Source: an optimization exercise on an open RTL-to-GDS flow (aim: small area). Production flows keep margins and buffers that such runs may drop.
Only simulation tests tie the RTL to the original design; equivalence was not proved.

## flow/design.v (module list and top-level ports; edited modules follow where they fit)
// module mm_fa: 4 lines
// module mm_ha: 4 lines
// module mm_benc: 7 lines
// module mm_xnor: 3 lines
// module mm_aoi: 3 lines
// module MatrixMultiplier: 1027 lines
module MatrixMultiplier
    #(
        parameter WIDTH = 16
    )(
        input                            NRST,CLK,START,
        input      signed [WIDTH - 1: 0] A,B,
        output     signed [2*WIDTH  : 0] OUT,
        output                           OUT_STROBE
    );
  // ...
==> flow/flow/run.sh <==
#!/bin/bash
# Layout flow: the standard ORFS flow (standard.sh, standard synthesis unchanged) with two
# changes:
#  1. after synthesis, flow/downsize.py sets the combinational cells ABC upsized back to their
#     drive-strength-1 variant (same footprint and function); repair_design / repair_timing in
#     the later steps size up again where timing needs it. Flip-flops are not touched.
#  2. buffer_ports gives every input and output port a sky130_fd_sc_hd__buf_2 instead of the
#     delay buffer it picks by default.
# Each step's full output goes to a log file in this folder.
set -euo pipefail
ARGS=("BUFFER_PORTS_ARGS=-buffer_cell sky130_fd_sc_hd__buf_2")
R=orfs/results/${FLOW_PLATFORM:-sky130hd}/MatrixMultiplier/base
bash standard.sh "${ARGS[@]}" synth > flow_synth.log 2>&1
python3 flow/downsize.py "$FLOW_HOME/platforms/sky130hd/lib/sky130_fd_sc_hd__tt_025C_1v80.lib" \
  "$R/1_2_yosys.v" > flow_downsize.log 2>&1
rm -f "$R/1_synth.odb"
bash standard.sh "${ARGS[@]}" finish > flow_finish.log 2>&1
==> flow/flow/downsize.py <==
#!/usr/bin/env python3
"""Set every combinational cell of a Yosys netlist to the drive strength 1 (or 0) variant of
the same footprint in the liberty file: ABC sizes cells for a delay target far below the real
one. The flow's repair_design and repair_timing size cells up again where timing needs it.
Flip-flops, buffers, inverters and clock cells are left as they are.
usage: downsize.py LIBERTY NETLIST"""
import re, sys
lib, net = sys.argv[1], sys.argv[2]
txt = open(lib).read()
heads = list(re.finditer(r'\bcell\s*\(\s*"?(sky130_fd_sc_hd__\w+)"?\s*\)', txt))
foot = {}
for k, m in enumerate(heads):
    end = heads[k + 1].start() if k + 1 < len(heads) else len(txt)
    f = re.search(r'cell_footprint\s*:\s*"?([^";]+)', txt[m.end():end])
    if f:
        foot[m.group(1)] = f.group(1).strip()
SKIP = re.compile(r'sky130_fd_sc_hd__(df|sdf|edf|dl|sedf|clk|buf|inv|conb|tap|fill|decap|ha|fa)')
def smallest(cell):
    mm = re.match(r'(sky130_fd_sc_hd__[a-z0-9]+)_(\d+)$', cell)
    if not mm or cell not in foot or SKIP.match(cell):
        return cell
    for s in ('1', '0'):
        c = f"{mm.group(1)}_{s}"
        if int(s) < int(mm.group(2)) and c in foot and foot[c] == foot[cell]:
            return c
    return cell
src = open(net).read()
count = {}
def sub(m):
    c = m.group(2); n = smallest(c)
    if n != c:
        count[(c, n)] = count.get((c, n), 0) + 1
    return m.group(1) + n + m.group(3)
out = re.sub(r'^(\s*)(sky130_fd_sc_hd__\w+)(\s)', sub, src, flags=re.M)
for (c, n), k in sorted(count.items()):
    print(f"{c} -> {n}: {k}")
open(net, 'w').write(out)
==> flow/standard.sh <==
#!/bin/bash
# synth_recipe.tcl (not shown) runs the flow's synth.tcl, then flattens the netlist and writes it again
# the make line also repeats each setting of config.mk as NAME=value (left out here)
make -C /OpenROAD-flow-scripts/flow DESIGN_CONFIG=/design/flow/config.mk WORK_HOME=/design/flow/orfs CLKGATE_MAP_FILE= SYNTH_SCRIPT=/design/flow/synth_recipe.tcl "${@:-finish}"
==> flow/config.mk <==
export PLATFORM = sky130hd
export DESIGN_NAME = MatrixMultiplier
export DESIGN_NICKNAME = MatrixMultiplier
export VERILOG_FILES = /design/flow/design.v
export SDC_FILE = /design/flow/constraint.sdc
export NUM_CORES = 4
export LEC_CHECK = 0
export CAP_MARGIN = 20
export CORE_MARGIN = 2
export CORE_UTILIZATION = 40
export CTS_BUF_LIST = sky130_fd_sc_hd__clkbuf_4 sky130_fd_sc_hd__clkbuf_8
export SLEW_MARGIN = 20
export SYNTH_HIERARCHICAL = 1
==> flow/constraint.sdc <==
create_clock -name core_clock -period 7.5 [get_ports {CLK}]
set_input_delay 1.5000 -clock core_clock [delete_from_list [all_inputs] [get_ports {CLK}]]
set_output_delay 1.5000 -clock core_clock [all_outputs]
set_load 0.01 [all_outputs]
==> results.py, run 1 <==
metrics = {
    "cts": {
        "h-tree-depth": 2,
        "post_cts_buffers": 0,
        "post_cts_resized": 0,
    },
    "die": {
        "initial_core_util": 0.4041,
        "n_tap_cell": 229,
    },
    "timing": {
        "finalSetupTns_ns": 0,
        "timing_hold_violations_final": 0,
        "layout_setup_ws_ns": 0.7494,
        "slew_violations": 0,
        "min_period_ns": 6.751,
        "setup_viol": 0,
    },
    "setup_path": {
        "worstSetupStartpoint": "B[0]",
        "crit_path_end": "Q[32]",
        "critPathMaxFanout": 14,
        "cp_common_cell": "fa_1",
        "critPathCaptureType": "flop",
    },
    "finish": {
        "final_net_count": 1012,
        "largestClassByArea": "multi-input combinational cells",
        "drive_gt1_frac": 0.1209,
        "nonClkBufAreaFrac": 0.05970,
        "multi_input_area_share": 0.7875,
        "final-clk-cell-share": 0.01098,
        "postLayoutCellArea_sq_mm": 0.008090,
    },
    "global_route": {
        "use_met1": 0.2959,
        "grt_pass1_wl_mm": 32.26,
        "grt_pass1_vias": 6080,
        "busiest_layer": "met2",
        "track_usage": 0.2120,
    },
    "synthesis": {
        "syn_avg_cell_area_sq_um": 10.52,
        "synthCells": 685,
    },
    "min_path": {
        "min_path_type": "flop to flop",
    },
    "detailed_routing": {
        "highest_layer": "met5",
        "wl_met3_mm": 1.184,
        "wl_met2_mm": 9.268,
    },
    "place": {
        "gp_congestion": 0.8777,
        "dp_cells": 1007,
    },
    "run_status": {
        "status": "finished clean",
    },
}
==> module mm_benc, before the edit <==
module mm_benc(input b1, b0, bm1, output one, two, neg, twop, ot);
  assign one  = b0 ^ bm1;
  assign two  = (b1 & ~b0 & ~bm1) | (~b1 & b0 & bm1);
  assign neg  = b1 | (~b0 & ~bm1);
  assign twop = ~b1 & b0 & bm1;
  assign ot   = one | two;
endmodule
==> inputs of run 2 (changes only) <==
--- a/flow/design.v
+++ b/flow/design.v
@@ -1,29 +1,33 @@
 module mm_fa(input a, b, c, output s, co);
   assign s  = a ^ b ^ c;
   assign co = (a & b) | (c & (a ^ b));
 endmodule
 module mm_ha(input a, b, output s, co);
   assign s  = a ^ b;
   assign co = a & b;
 endmodule
-module mm_benc(input b1, b0, bm1, output one, two, neg, twop, ot);
+module mm_benc(input b1, b0, bm1, output one, two, neg, nneg, ot);
   assign one  = b0 ^ bm1;
   assign two  = (b1 & ~b0 & ~bm1) | (~b1 & b0 & bm1);
-  assign neg  = b1 | (~b0 & ~bm1);
-  assign twop = ~b1 & b0 & bm1;
+  assign neg  = ~b1 | (b0 & bm1);
+  assign nneg = b1 & ~(b0 & bm1);
   assign ot   = one | two;
 endmodule
 module mm_xnor(input a, b, output y);
   assign y = ~(a ^ b);
 endmodule
 module mm_aoi(input p, x, q, z, output v);
   assign v = ~((p & x) | (q & z));
 endmodule
+module mm_phase(input s1, s0, output p1, np1);
+  assign p1  = ~s1 & s0;
+  assign np1 = ~p1;
+endmodule
 module MatrixMultiplier
     #(
         parameter WIDTH = 16
     )(
         input                            NRST,CLK,START,
         input      signed [WIDTH - 1: 0] A,B,
         output     signed [2*WIDTH  : 0] OUT,
         output                           OUT_STROBE
@@ -31,22 +35,26 @@
   reg s1, s0;
   always @(posedge CLK or negedge NRST)
     if (!NRST) begin
       s1 <= 1'b0; s0 <= 1'b0;
     end else begin
       s1 <= s1 ^ s0;
       s0 <= s1 | (~s0 & START);
     end
-  wire p1 = ~s1 & s0;
+  wire p1, np1;
+  mm_phase u_phase (.s1(s1), .s0(s0), .p1(p1), .np1(np1));
   assign OUT_STROBE = s1 & s0;
   reg [2*WIDTH:0] Q;
   wire [WIDTH-1:0] nA = ~A, nB = ~B;
-  wire one1, two2, neg3, twop4, ot5;
-  mm_benc u_one1 (.b1(B[1]), .b0(B[0]), .bm1(1'b0), .one(one1), .two(two2), .neg(neg3), .twop(twop4), .ot(ot5));
+  wire one1 = B[0];
+  wire two2 = B[1] & ~B[0];
+  wire neg3 = ~B[1];
+  wire twop4 = B[1];
+  wire ot5 = B[0] | B[1];
   wire y6;
   mm_xnor u_y6 (.a(A[0]), .b(neg3), .y(y6));
   wire y7;
   mm_xnor u_y7 (.a(A[1]), .b(neg3), .y(y7));
   wire y8;
   mm_xnor u_y8 (.a(A[2]), .b(neg3), .y(y8));
   wire y9;
   mm_xnor u_y9 (.a(A[3]), .b(neg3), .y(y9));
@@ -69,18 +77,17 @@
   wire y18;
   mm_xnor u_y18 (.a(A[12]), .b(neg3), .y(y18));
   wire y19;
   mm_xnor u_y19 (.a(A[13]), .b(neg3), .y(y19));
   wire y20;
   mm_xnor u_y20 (.a(A[14]), .b(neg3), .y(y20));
   wire y21;
   mm_xnor u_y21 (.a(A[15]), .b(neg3), .y(y21));
-  wire pp22;
-  mm_aoi u_pp22 (.p(one1), .x(y6), .q(twop4), .z(1'b1), .v(pp22));
+  wire pp22 = ~((one1 & y6) | (two2 & twop4));
   wire pp23;
   mm_aoi u_pp23 (.p(one1), .x(y7), .q(two2), .z(y6), .v(pp23));
   wire pp24;
   mm_aoi u_pp24 (.p(one1), .x(y8), .q(two2), .z(y7), .v(pp24));
   wire pp25;
   mm_aoi u_pp25 (.p(one1), .x(y9), .q(two2), .z(y8), .v(pp25));
   wire pp26;
   mm_aoi u_pp26 (.p(one1), .x(y10), .q(two2), .z(y9), .v(pp26));
@@ -103,17 +110,17 @@
   wire pp35;
   mm_aoi u_pp35 (.p(one1), .x(y19), .q(two2), .z(y18), .v(pp35));
   wire pp36;
   mm_aoi u_pp36 (.p(one1), .x(y20), .q(two2), .z(y19), .v(pp36));
   wire pp37;
   mm_aoi u_pp37 (.p(one1), .x(y21), .q(two2), .z(y20), .v(pp37));
   wire pp38 = y21 & ot5;
   wire one39, two40, neg41, twop42, ot43;
-  mm_benc u_one39 (.b1(B[3]), .b0(B[2]), .bm1(B[1]), .one(one39), .two(two40), .neg(neg41), .twop(twop42), .ot(ot43));
+  mm_benc u_one39 (.b1(B[3]), .b0(B[2]), .bm1(B[1]), .one(one39), .two(two40), .neg(neg41), .nneg(twop42), .ot(ot43));
   wire y44;
   mm_xnor u_y44 (.a(A[0]), .b(neg41), .y(y44));
   wire y45;
   mm_xnor u_y45 (.a(A[1]), .b(neg41), .y(y45));
   wire y46;
   mm_xnor u_y46 (.a(A[2]), .b(neg41), .y(y46));
   wire y47;
   mm_xnor u_y47 (.a(A[3]), .b(neg41), .y(y47));
@@ -136,18 +143,17 @@
   wire y56;
   mm_xnor u_y56 (.a(A[12]), .b(neg41), .y(y56));
   wire y57;
   mm_xnor u_y57 (.a(A[13]), .b(neg41), .y(y57));
   wire y58;
   mm_xnor u_y58 (.a(A[14]), .b(neg41), .y(y58));
   wire y59;
   mm_xnor u_y59 (.a(A[15]), .b(neg41), .y(y59));
-  wire pp60;
-  mm_aoi u_pp60 (.p(one39), .x(y44), .q(twop42), .z(1'b1), .v(pp60));
+  wire pp60 = ~((one39 & y44) | (two40 & twop42));
   wire pp61;
   mm_aoi u_pp61 (.p(one39), .x(y45), .q(two40), .z(y44), .v(pp61));
   wire pp62;
   mm_aoi u_pp62 (.p(one39), .x(y46), .q(two40), .z(y45), .v(pp62));
   wire pp63;
   mm_aoi u_pp63 (.p(one39), .x(y47), .q(two40), .z(y46), .v(pp63));
   wire pp64;
   mm_aoi u_pp64 (.p(one39), .x(y48), .q(two40), .z(y47), .v(pp64));
@@ -170,17 +176,17 @@
   wire pp73;
   mm_aoi u_pp73 (.p(one39), .x(y57), .q(two40), .z(y56), .v(pp73));
   wire pp74;
   mm_aoi u_pp74 (.p(one39), .x(y58), .q(two40), .z(y57), .v(pp74));
   wire pp75;
   mm_aoi u_pp75 (.p(one39), .x(y59), .q(two40), .z(y58), .v(pp75));
   wire pp76 = y59 & ot43;
   wire one77, two78, neg79, twop80, ot81;
-  mm_benc u_one77 (.b1(B[5]), .b0(B[4]), .bm1(B[3]), .one(one77), .two(two78), .neg(neg79), .twop(twop80), .ot(ot81));
+  mm_benc u_one77 (.b1(B[5]), .b0(B[4]), .bm1(B[3]), .one(one77), .two(two78), .neg(neg79), .nneg(twop80), .ot(ot81));
   wire y82;
   mm_xnor u_y82 (.a(A[0]), .b(neg79), .y(y82));
   wire y83;
   mm_xnor u_y83 (.a(A[1]), .b(neg79), .y(y83));
   wire y84;
   mm_xnor u_y84 (.a(A[2]), .b(neg79), .y(y84));
   wire y85;
   mm_xnor u_y85 (.a(A[3]), .b(neg79), .y(y85));
@@ -203,18 +209,17 @@
   wire y94;
   mm_xnor u_y94 (.a(A[12]), .b(neg79), .y(y94));
   wire y95;
   mm_xnor u_y95 (.a(A[13]), .b(neg79), .y(y95));
   wire y96;
   mm_xnor u_y96 (.a(A[14]), .b(neg79), .y(y96));
   wire y97;
   mm_xnor u_y97 (.a(A[15]), .b(neg79), .y(y97));
-  wire pp98;
-  mm_aoi u_pp98 (.p(one77), .x(y82), .q(twop80), .z(1'b1), .v(pp98));
+  wire pp98 = ~((one77 & y82) | (two78 & twop80));
   wire pp99;
   mm_aoi u_pp99 (.p(one77), .x(y83), .q(two78), .z(y82), .v(pp99));
   wire pp100;
   mm_aoi u_pp100 (.p(one77), .x(y84), .q(two78), .z(y83), .v(pp100));
   wire pp101;
   mm_aoi u_pp101 (.p(one77), .x(y85), .q(two78), .z(y84), .v(pp101));
   wire pp102;
   mm_aoi u_pp102 (.p(one77), .x(y86), .q(two78), .z(y85), .v(pp102));
@@ -237,17 +242,17 @@
   wire pp111;
   mm_aoi u_pp111 (.p(one77), .x(y95), .q(two78), .z(y94), .v(pp111));
   wire pp112;
   mm_aoi u_pp112 (.p(one77), .x(y96), .q(two78), .z(y95), .v(pp112));
   wire pp113;
   mm_aoi u_pp113 (.p(one77), .x(y97), .q(two78), .z(y96), .v(pp113));
   wire pp114 = y97 & ot81;
   wire one115, two116, neg117, twop118, ot119;
-  mm_benc u_one115 (.b1(B[7]), .b0(B[6]), .bm1(B[5]), .one(one115), .two(two116), .neg(neg117), .twop(twop118), .ot(ot119));
+  mm_benc u_one115 (.b1(B[7]), .b0(B[6]), .bm1(B[5]), .one(one115), .two(two116), .neg(neg117), .nneg(twop118), .ot(ot119));
   wire y120;
   mm_xnor u_y120 (.a(A[0]), .b(neg117), .y(y120));
   wire y121;
   mm_xnor u_y121 (.a(A[1]), .b(neg117), .y(y121));
   wire y122;
   mm_xnor u_y122 (.a(A[2]), .b(neg117), .y(y122));
   wire y123;
   mm_xnor u_y123 (.a(A[3]), .b(neg117), .y(y123));
@@ -270,18 +275,17 @@
   wire y132;
   mm_xnor u_y132 (.a(A[12]), .b(neg117), .y(y132));
   wire y133;
   mm_xnor u_y133 (.a(A[13]), .b(neg117), .y(y133));
   wire y134;
   mm_xnor u_y134 (.a(A[14]), .b(neg117), .y(y134));
   wire y135;
   mm_xnor u_y135 (.a(A[15]), .b(neg117), .y(y135));
-  wire pp136;
-  mm_aoi u_pp136 (.p(one115), .x(y120), .q(twop118), .z(1'b1), .v(pp136));
+  wire pp136 = ~((one115 & y120) | (two116 & twop118));
   wire pp137;
   mm_aoi u_pp137 (.p(one115), .x(y121), .q(two116), .z(y120), .v(pp137));
   wire pp138;
   mm_aoi u_pp138 (.p(one115), .x(y122), .q(two116), .z(y121), .v(pp138));
   wire pp139;
   mm_aoi u_pp139 (.p(one115), .x(y123), .q(two116), .z(y122), .v(pp139));
   wire pp140;
   mm_aoi u_pp140 (.p(one115), .x(y124), .q(two116), .z(y123), .v(pp140));
@@ -304,17 +308,17 @@
   wire pp149;
   mm_aoi u_pp149 (.p(one115), .x(y133), .q(two116), .z(y132), .v(pp149));
   wire pp150;
   mm_aoi u_pp150 (.p(one115), .x(y134), .q(two116), .z(y133), .v(pp150));
   wire pp151;
   mm_aoi u_pp151 (.p(one115), .x(y135), .q(two116), .z(y134), .v(pp151));
   wire pp152 = y135 & ot119;
   wire one153, two154, neg155, twop156, ot157;
-  mm_benc u_one153 (.b1(B[9]), .b0(B[8]), .bm1(B[7]), .one(one153), .two(two154), .neg(neg155), .twop(twop156), .ot(ot157));
+  mm_benc u_one153 (.b1(B[9]), .b0(B[8]), .bm1(B[7]), .one(one153), .two(two154), .neg(neg155), .nneg(twop156), .ot(ot157));
   wire y158;
   mm_xnor u_y158 (.a(A[0]), .b(neg155), .y(y158));
   wire y159;
   mm_xnor u_y159 (.a(A[1]), .b(neg155), .y(y159));
   wire y160;
   mm_xnor u_y160 (.a(A[2]), .b(neg155), .y(y160));
   wire y161;
   mm_xnor u_y161 (.a(A[3]), .b(neg155), .y(y161));
@@ -337,18 +341,17 @@
   wire y170;
   mm_xnor u_y170 (.a(A[12]), .b(neg155), .y(y170));
   wire y171;
   mm_xnor u_y171 (.a(A[13]), .b(neg155), .y(y171));
   wire y172;
   mm_xnor u_y172 (.a(A[14]), .b(neg155), .y(y172));
   wire y173;
   mm_xnor u_y173 (.a(A[15]), .b(neg155), .y(y173));
-  wire pp174;
-  mm_aoi u_pp174 (.p(one153), .x(y158), .q(twop156), .z(1'b1), .v(pp174));
+  wire pp174 = ~((one153 & y158) | (two154 & twop156));
   wire pp175;
   mm_aoi u_pp175 (.p(one153), .x(y159), .q(two154), .z(y158), .v(pp175));
   wire pp176;
   mm_aoi u_pp176 (.p(one153), .x(y160), .q(two154), .z(y159), .v(pp176));
   wire pp177;
   mm_aoi u_pp177 (.p(one153), .x(y161), .q(two154), .z(y160), .v(pp177));
   wire pp178;
   mm_aoi u_pp178 (.p(one153), .x(y162), .q(two154), .z(y161), .v(pp178));
@@ -371,17 +374,17 @@
   wire pp187;
   mm_aoi u_pp187 (.p(one153), .x(y171), .q(two154), .z(y170), .v(pp187));
   wire pp188;
   mm_aoi u_pp188 (.p(one153), .x(y172), .q(two154), .z(y171), .v(pp188));
   wire pp189;
   mm_aoi u_pp189 (.p(one153), .x(y173), .q(two154), .z(y172), .v(pp189));
   wire pp190 = y173 & ot157;
   wire one191, two192, neg193, twop194, ot195;
-  mm_benc u_one191 (.b1(B[11]), .b0(B[10]), .bm1(B[9]), .one(one191), .two(two192), .neg(neg193), .twop(twop194), .ot(ot195));
+  mm_benc u_one191 (.b1(B[11]), .b0(B[10]), .bm1(B[9]), .one(one191), .two(two192), .neg(neg193), .nneg(twop194), .ot(ot195));
   wire y196;
   mm_xnor u_y196 (.a(A[0]), .b(neg193), .y(y196));
   wire y197;
   mm_xnor u_y197 (.a(A[1]), .b(neg193), .y(y197));
   wire y198;
   mm_xnor u_y198 (.a(A[2]), .b(neg193), .y(y198));
   wire y199;
   mm_xnor u_y199 (.a(A[3]), .b(neg193), .y(y199));
@@ -404,18 +407,17 @@
   wire y208;
   mm_xnor u_y208 (.a(A[12]), .b(neg193), .y(y208));
   wire y209;
   mm_xnor u_y209 (.a(A[13]), .b(neg193), .y(y209));
   wire y210;
   mm_xnor u_y210 (.a(A[14]), .b(neg193), .y(y210));
   wire y211;
   mm_xnor u_y211 (.a(A[15]), .b(neg193), .y(y211));
-  wire pp212;
-  mm_aoi u_pp212 (.p(one191), .x(y196), .q(twop194), .z(1'b1), .v(pp212));
+  wire pp212 = ~((one191 & y196) | (two192 & twop194));
   wire pp213;
   mm_aoi u_pp213 (.p(one191), .x(y197), .q(two192), .z(y196), .v(pp213));
   wire pp214;
   mm_aoi u_pp214 (.p(one191), .x(y198), .q(two192), .z(y197), .v(pp214));
   wire pp215;
   mm_aoi u_pp215 (.p(one191), .x(y199), .q(two192), .z(y198), .v(pp215));
   wire pp216;
   mm_aoi u_pp216 (.p(one191), .x(y200), .q(two192), .z(y199), .v(pp216));
@@ -438,17 +440,17 @@
   wire pp225;
   mm_aoi u_pp225 (.p(one191), .x(y209), .q(two192), .z(y208), .v(pp225));
   wire pp226;
   mm_aoi u_pp226 (.p(one191), .x(y210), .q(two192), .z(y209), .v(pp226));
   wire pp227;
   mm_aoi u_pp227 (.p(one191), .x(y211), .q(two192), .z(y210), .v(pp227));
   wire pp228 = y211 & ot195;
   wire one229, two230, neg231, twop232, ot233;
-  mm_benc u_one229 (.b1(B[13]), .b0(B[12]), .bm1(B[11]), .one(one229), .two(two230), .neg(neg231), .twop(twop232), .ot(ot233));
+  mm_benc u_one229 (.b1(B[13]), .b0(B[12]), .bm1(B[11]), .one(one229), .two(two230), .neg(neg231), .nneg(twop232), .ot(ot233));
   wire y234;
   mm_xnor u_y234 (.a(A[0]), .b(neg231), .y(y234));
   wire y235;
   mm_xnor u_y235 (.a(A[1]), .b(neg231), .y(y235));
   wire y236;
   mm_xnor u_y236 (.a(A[2]), .b(neg231), .y(y236));
   wire y237;
   mm_xnor u_y237 (.a(A[3]), .b(neg231), .y(y237));
@@ -471,18 +473,17 @@
   wire y246;
   mm_xnor u_y246 (.a(A[12]), .b(neg231), .y(y246));
   wire y247;
   mm_xnor u_y247 (.a(A[13]), .b(neg231), .y(y247));
   wire y248;
   mm_xnor u_y248 (.a(A[14]), .b(neg231), .y(y248));
   wire y249;
   mm_xnor u_y249 (.a(A[15]), .b(neg231), .y(y249));
-  wire pp250;
-  mm_aoi u_pp250 (.p(one229), .x(y234), .q(twop232), .z(1'b1), .v(pp250));
+  wire pp250 = ~((one229 & y234) | (two230 & twop232));
   wire pp251;
   mm_aoi u_pp251 (.p(one229), .x(y235), .q(two230), .z(y234), .v(pp251));
   wire pp252;
   mm_aoi u_pp252 (.p(one229), .x(y236), .q(two230), .z(y235), .v(pp252));
   wire pp253;
   mm_aoi u_pp253 (.p(one229), .x(y237), .q(two230), .z(y236), .v(pp253));
   wire pp254;
   mm_aoi u_pp254 (.p(one229), .x(y238), .q(two230), .z(y237), .v(pp254));
@@ -505,17 +506,17 @@
   wire pp263;
   mm_aoi u_pp263 (.p(one229), .x(y247), .q(two230), .z(y246), .v(pp263));
   wire pp264;
   mm_aoi u_pp264 (.p(one229), .x(y248), .q(two230), .z(y247), .v(pp264));
   wire pp265;
   mm_aoi u_pp265 (.p(one229), .x(y249), .q(two230), .z(y248), .v(pp265));
   wire pp266 = y249 & ot233;
   wire one267, two268, neg269, twop270, ot271;
-  mm_benc u_one267 (.b1(B[15]), .b0(B[14]), .bm1(B[13]), .one(one267), .two(two268), .neg(neg269), .twop(twop270), .ot(ot271));
+  mm_benc u_one267 (.b1(B[15]), .b0(B[14]), .bm1(B[13]), .one(one267), .two(two268), .neg(neg269), .nneg(twop270), .ot(ot271));
   wire y272;
   mm_xnor u_y272 (.a(A[0]), .b(neg269), .y(y272));
   wire y273;
   mm_xnor u_y273 (.a(A[1]), .b(neg269), .y(y273));
   wire y274;
   mm_xnor u_y274 (.a(A[2]), .b(neg269), .y(y274));
   wire y275;
   mm_xnor u_y275 (.a(A[3]), .b(neg269), .y(y275));
@@ -538,18 +539,17 @@
   wire y284;
   mm_xnor u_y284 (.a(A[12]), .b(neg269), .y(y284));
   wire y285;
   mm_xnor u_y285 (.a(A[13]), .b(neg269), .y(y285));
   wire y286;
   mm_xnor u_y286 (.a(A[14]), .b(neg269), .y(y286));
   wire y287;
   mm_xnor u_y287 (.a(A[15]), .b(neg269), .y(y287));
-  wire pp288;
-  mm_aoi u_pp288 (.p(one267), .x(y272), .q(twop270), .z(1'b1), .v(pp288));
+  wire pp288 = ~((one267 & y272) | (two268 & twop270));
   wire pp289;
   mm_aoi u_pp289 (.p(one267), .x(y273), .q(two268), .z(y272), .v(pp289));
   wire pp290;
   mm_aoi u_pp290 (.p(one267), .x(y274), .q(two268), .z(y273), .v(pp290));
   wire pp291;
   mm_aoi u_pp291 (.p(one267), .x(y275), .q(two268), .z(y274), .v(pp291));
   wire pp292;
   mm_aoi u_pp292 (.p(one267), .x(y276), .q(two268), .z(y275), .v(pp292));
@@ -571,49 +571,49 @@
   mm_aoi u_pp300 (.p(one267), .x(y284), .q(two268), .z(y283), .v(pp300));
   wire pp301;
   mm_aoi u_pp301 (.p(one267), .x(y285), .q(two268), .z(y284), .v(pp301));
   wire pp302;
   mm_aoi u_pp302 (.p(one267), .x(y286), .q(two268), .z(y285), .v(pp302));
   wire pp303;
   mm_aoi u_pp303 (.p(one267), .x(y287), .q(two268), .z(y286), .v(pp303));
   wire pp304 = y287 & ot271;
-  wire m305 = ~p1 & Q[0];
-  wire m306 = ~p1 & Q[1];
-  wire m307 = ~p1 & Q[2];
-  wire m308 = ~p1 & Q[3];
-  wire m309 = ~p1 & Q[4];
-  wire m310 = ~p1 & Q[5];
-  wire m311 = ~p1 & Q[6];
-  wire m312 = ~p1 & Q[7];
-  wire m313 = ~p1 & Q[8];
-  wire m314 = ~p1 & Q[9];
-  wire m315 = ~p1 & Q[10];
-  wire m316 = ~p1 & Q[11];
-  wire m317 = ~p1 & Q[12];
-  wire m318 = ~p1 & Q[13];
-  wire m319 = ~p1 & Q[14];
-  wire m320 = ~p1 & Q[15];
-  wire m321 = ~p1 & Q[16];
-  wire m322 = p1 | Q[17];
-  wire m323 = p1 | Q[18];
-  wire m324 = ~p1 & Q[19];
-  wire m325 = p1 | Q[20];
-  wire m326 = ~p1 & Q[21];
-  wire m327 = p1 | Q[22];
-  wire m328 = ~p1 & Q[23];
-  wire m329 = p1 | Q[24];
-  wire m330 = ~p1 & Q[25];
-  wire m331 = p1 | Q[26];
-  wire m332 = ~p1 & Q[27];
-  wire m333 = p1 | Q[28];
-  wire m334 = ~p1 & Q[29];
-  wire m335 = p1 | Q[30];
-  wire m336 = ~p1 & Q[31];
-  wire m337 = p1 | Q[32];
+  wire m305 = ~(np1 & Q[0]);
+  wire m306 = ~(np1 & Q[1]);
+  wire m307 = ~(np1 & Q[2]);
+  wire m308 = ~(np1 & Q[3]);
+  wire m309 = ~(np1 & Q[4]);
+  wire m310 = ~(np1 & Q[5]);
+  wire m311 = ~(np1 & Q[6]);
+  wire m312 = ~(np1 & Q[7]);
+  wire m313 = ~(np1 & Q[8]);
+  wire m314 = ~(np1 & Q[9]);
+  wire m315 = ~(np1 & Q[10]);
+  wire m316 = ~(np1 & Q[11]);
+  wire m317 = ~(np1 & Q[12]);
+  wire m318 = ~(np1 & Q[13]);
+  wire m319 = ~(np1 & Q[14]);
+  wire m320 = ~(np1 & Q[15]);
+  wire m321 = ~(np1 & Q[16]);
+  wire m322 = ~(p1 | Q[17]);
+  wire m323 = ~(np1 & Q[18]);
+  wire m324 = ~(p1 | Q[19]);
+  wire m325 = ~(np1 & Q[20]);
+  wire m326 = ~(p1 | Q[21]);
+  wire m327 = ~(np1 & Q[22]);
+  wire m328 = ~(p1 | Q[23]);
+  wire m329 = ~(np1 & Q[24]);
+  wire m330 = ~(p1 | Q[25]);
+  wire m331 = ~(np1 & Q[26]);
+  wire m332 = ~(p1 | Q[27]);
+  wire m333 = ~(np1 & Q[28]);
+  wire m334 = ~(p1 | Q[29]);
+  wire m335 = ~(np1 & Q[30]);
+  wire m336 = ~(p1 | Q[31]);
+  wire m337 = ~(np1 & Q[32]);
   wire s338, c339;
   mm_ha u_s338 (.a(m319), .b(neg269), .s(s338), .co(c339));
   wire s340, c341;
   mm_ha u_s340 (.a(m320), .b(pp109), .s(s340), .co(c341));
   wire s342, c343;
   mm_ha u_s342 (.a(m321), .b(pp110), .s(s342), .co(c343));
   wire s344, c345;
   mm_ha u_s344 (.a(m313), .b(neg155), .s(s344), .co(c345));
@@ -1038,11 +1038,11 @@
   wire S764 = s664 ^ G728;
   wire S765 = s666 ^ G740;
   wire S766 = s668 ^ G720;
   wire S767 = s670 ^ G741;
   wire S768 = s672 ^ G729;
   wire S769 = m337 ^ G742;
   wire [2*WIDTH:0] S = {S769, S768, S767, S766, S765, S764, S763, S762, S761, S760, S759, S758, S757, S756, S755, S754, S753, S752, S751, S750, S749, S748, S747, S746, S745, S744, S743, s620, s618, s616, s614, s612, s610};
   always @(posedge CLK)
-    Q <= S;
+    Q <= ~S;
   assign OUT = Q;
 endmodule
==> flow/flow/downsize.py (replaced) <==
#!/usr/bin/env python3
"""Set every combinational cell of a Yosys netlist to its drive strength 1 (or 0) variant of
the same footprint in the liberty file, where that variant is smaller: ABC sizes cells for a
delay target far below the real one. The flow's repair_design and repair_timing size cells up again where timing needs it.
Flip-flops, buffers, inverters and clock cells are left as they are.
usage: downsize.py LIBERTY NETLIST"""
import re, sys
lib, net = sys.argv[1], sys.argv[2]
txt = open(lib).read()
heads = list(re.finditer(r'\bcell\s*\(\s*"?(sky130_fd_sc_hd__\w+)"?\s*\)', txt))
foot = {}
area = {}
for k, m in enumerate(heads):
    end = heads[k + 1].start() if k + 1 < len(heads) else len(txt)
    f = re.search(r'cell_footprint\s*:\s*"?([^";]+)', txt[m.end():end])
    a = re.search(r'\barea\s*:\s*([0-9.]+)', txt[m.end():end])
    if f and a:
        foot[m.group(1)] = f.group(1).strip()
        area[m.group(1)] = float(a.group(1))
SKIP = re.compile(r'sky130_fd_sc_hd__(df|sdf|edf|dl|sedf|clk|buf|inv|conb|tap|fill|decap|ha|fa)')
def smallest(cell):
    mm = re.match(r'(sky130_fd_sc_hd__[a-z0-9]+)_(\d+)$', cell)
    if not mm or cell not in foot or SKIP.match(cell):
        return cell
    for s in ('1', '0'):
        c = f"{mm.group(1)}_{s}"
        if c in foot and foot[c] == foot[cell] and area[c] < area[cell]:
            return c
    return cell
src = open(net).read()
count = {}
def sub(m):
    c = m.group(2); n = smallest(c)
    if n != c:
        count[(c, n)] = count.get((c, n), 0) + 1
    return m.group(1) + n + m.group(3)
out = re.sub(r'^(\s*)(sky130_fd_sc_hd__\w+)(\s)', sub, src, flags=re.M)
for (c, n), k in sorted(count.items()):
    print(f"{c} -> {n}: {k}")
open(net, 'w').write(out)
==> run 2 against run 1 <==
Compared with the run above:
- register-to-register slack about the same
- critical path type unchanged
- still clean on timing, DRC and antenna
- highest routed layer is now met4
- synthesized area is 1.7% lower
==> results.py, run 2 <==
metrics = {
    "synthesis": {
        "synthCells": 681,
        "synth_area_sq_mm": 0.007089,
        "yosysWarnings": 7,
        "syn_avg_cell_area_sq_um": 10.41,
    },
    "global_route": {
        "grt_pass1_vias": 6009,
        "track_usage": 0.2237,
        "grt_pass1_wl_mm": 31.91,
        "grt_max_degree": 19,
        "antenna_found_initial": 0,
        "overflow": 0,
    },
    "place": {
        "dp_cells": 994,
        "io_buffers": 68,
        "gp_congestion": 0.9219,
        "preCtsSetupSlack_ns": 0.4009,
        "dpl_cell_area_sq_mm": 0.007876,
        "hpwl_mm": 16.28,
    },
    "setup_path": {
        "max_stage_delay_ns": 0.52,
        "path_cells": "buf_2 > ha_1 > and2b_1 > inv_1 > xnor2_1 > a22oi_1 > fa_1 > fa_1 > fa_1 > fa_1 > ha_1 > a21oi_1 > a21boi_0 > a211o_1 > a31o_1 > a21oi_1 > a311oi_1 > ha_1 > nor2_1 > xor2_1",
        "worstRegToRegCells": 19,
        "path_class": "input port to flop",
        "r2r_end": "Q[32]",
        "cp_common_cell": "fa_1",
        "r2r_slack_ns": 1.63,
        "crit_path_end": "Q[32]",
        "rr_startpoint": "s1",
        "arrival_ns": 7.06,
        "cp_data_required_time_ns": 7.75,
        "critPathMaxFanout": 14,
        "crit_path_top_delay_cell": "inv_1",
        "worstSetupStartpointType": "input port",
        "worstSetupStartpoint": "B[7]",
        "critPathCaptureType": "flop",
    },
    "die": {
        "initial_core_util": 0.4099,
        "die_y_um": 137.1,
        "die_width_um": 137.1,
        "die_area_sq_mm": 0.01880,
        "core_sq_mm": 0.01730,
        "boundaryPins": 69,
        "fp-row-count": 48,
    },
    "timing": {
        "min_period_ns": 6.807,
        "relSlewSlack": 0.4135,
        "rsz0062_at_grt": "false",
        "slew_violations": 0,
        "finalSetupTns_ns": 0,
        "fin_skew_ns": 0.01589,
        "layout_setup_ws_ns": 0.6927,
        "fmax_mhz": 146.9,
        "worst_pin_slew_ns": 0.8780,
        "timing_hold_violations_final": 0,
        "setup_viol": 0,
        "post-route-period-util": 0.9076,
    },
    "cts": {
        "cts-root-buf": "clkbuf_8",
        "post_cts_buffers": 0,
        "cts_inserted_buffers": 5,
        "insertion_delay_ns": 0.33,
        "h-tree-depth": 2,
        "path_clk_slew_ns": 0.07,
        "clk_path_buf_depth": 2,
        "cts_hold_buf": 0,
        "cts_tree": "yes",
        "clock_sinks": 35,
        "post_cts_resized": 0,
    },
    "finish": {
        "largest_reg_flops": 33,
        "regMostFlops": "Q",
        "layout_commonest_cell": "xnor2_1",
        "areaGrowthSynthToFinish_pct": 12.57,
        "final_cells": 1002,
        "postLayoutCellArea_sq_mm": 0.007980,
        "diodes": 0,
        "top_regs": "Q: 33 flops, s0: 1 flops, s1: 1 flops",
        "drive_gt1_frac": 0.1300,
        "fill_cells": 1674,
        "final_cell_mix": "xnor2_1, a22oi_1, fa_1",
        "final_net_count": 1001,
    },
    "detailed_routing": {
        "drc": 0,
        "wl_per_cell_um": 19.97,
        "num_vias": 5806,
        "avgViaCountPerCell": 5.794,
        "routed_wl_mm": 20.01,
        "drt_iter0_drc": 544,
        "antenna_left": 0,
        "first_pass_iters": 6,
    },
    "run_status": {
        "status": "finished clean",
    },
    "job": {
        "maxCapViolCount": 0,
    },
    "min_path": {
        "min_path_type": "flop to flop",
    },
}
==> run 2: cell count changes in the layout (fill, tap and decap cells not counted), moves of 8 or more <==
cell      before  now
nand2_1        6   38
nor2b_1       24    1
o21ai_0       12    0
xnor2_1      140  128
xor2_1         1   13
conb_1        11    0
nor2_1        18   27
or2_1          9    0
and2_0         8    0
nand3b_1       8    0
o211ai_1       9    1
or2_0          8    0
==> run 2: per-layer routing <==
metal / share of wire / global-route usage
met4: 0.019 / 0.06472
met1: 0.44 / 0.3218
met3: 0.077 / 0.02481
met2: 0.47 / 0.3554
met5: 0 / 0
==> run 2: area by class of cell <==
type / count / area (sq um) / area share
repair buffers: 92 / 520.5 / 0.06522
clock buffers: 8 / 103.9 / 0.01301
multi-input cells: 601 / 6210 / 0.7781
inverters: 41 / 153.9 / 0.01929
flip-flops and latches: 35 / 710.7 / 0.08906
well taps: 225 / 281.5 / 0.03528
==> run 2: critical path, delay by kind of cell <==
kind            cells  cell delay (ns)
simple gates        2             0.34
xor+xnor            2             0.33
compound gates      7             1.59
buf+inv             2             0.69
fa+ha+maj           7             2.61
==> run 2: worst min path at each step <==
stage	startpoint	to	slack (ns)	cells past startpoint
after global placement	Q[32]	Q[32]	0.47	2
after global routing	Q[32]	Q[32]	0.49	2
after detailed placement	Q[32]	Q[32]	0.47	2
after CTS	Q[32]	Q[32]	0.48	2
final	Q[32]	Q[32]	0.47	2
after floorplan	s1	s0	0.47	1
==> run 2: through the flow <==
| stage | utilization | hold slack (ns) |
|---|---|---|
| 6_report | 0.4614 | 0.4740 |
| 5_1_grt | 0.4614 | 0.4933 |
| 4_1_cts | 0.4614 | 0.4805 |
| 3_5_place_dp | 0.4554 | 0.4699 |
| 3_3_place_gp | 0.4554 | 0.4708 |
| 2_1_floorplan | - | 0.4688 |

-- port drivers added, routing unchanged --
No port has a modelled driver above. Below, the same layouts with a new extraction and two added sets of constraints. Step 1 assumes that a clkbuf_16 drives the clock port and a buf_2 every other input. Step 2 adds t to the input delays and takes it off the output delays; t is the mean of the earliest and latest rising clock arrival at the registers after step 1. Input paths then give back, and output paths get back, about the clock's delay inside the block. Slacks: no drivers / after step 1 / after step 2; pairs: no drivers / after step 1.
| run | shift t [ns] | setup WS [ns] | worst setup path after step 2 | clock arrival spread, ns |
|---|---|---|---|---|
| run 1 | 0.357 | 0.749 / 0.753 / 0.396 | input to register | 0.008 / 0.008 |
| run 2 | 0.359 | 0.693 / 0.705 / 0.346 | input to register | 0.016 / 0.016 |
After both steps setup and hold are still met in every run listed. For run 1, which loses most, drivers alone change the setup slack by +0.004 ns; drivers and shift together by -0.353 ns.
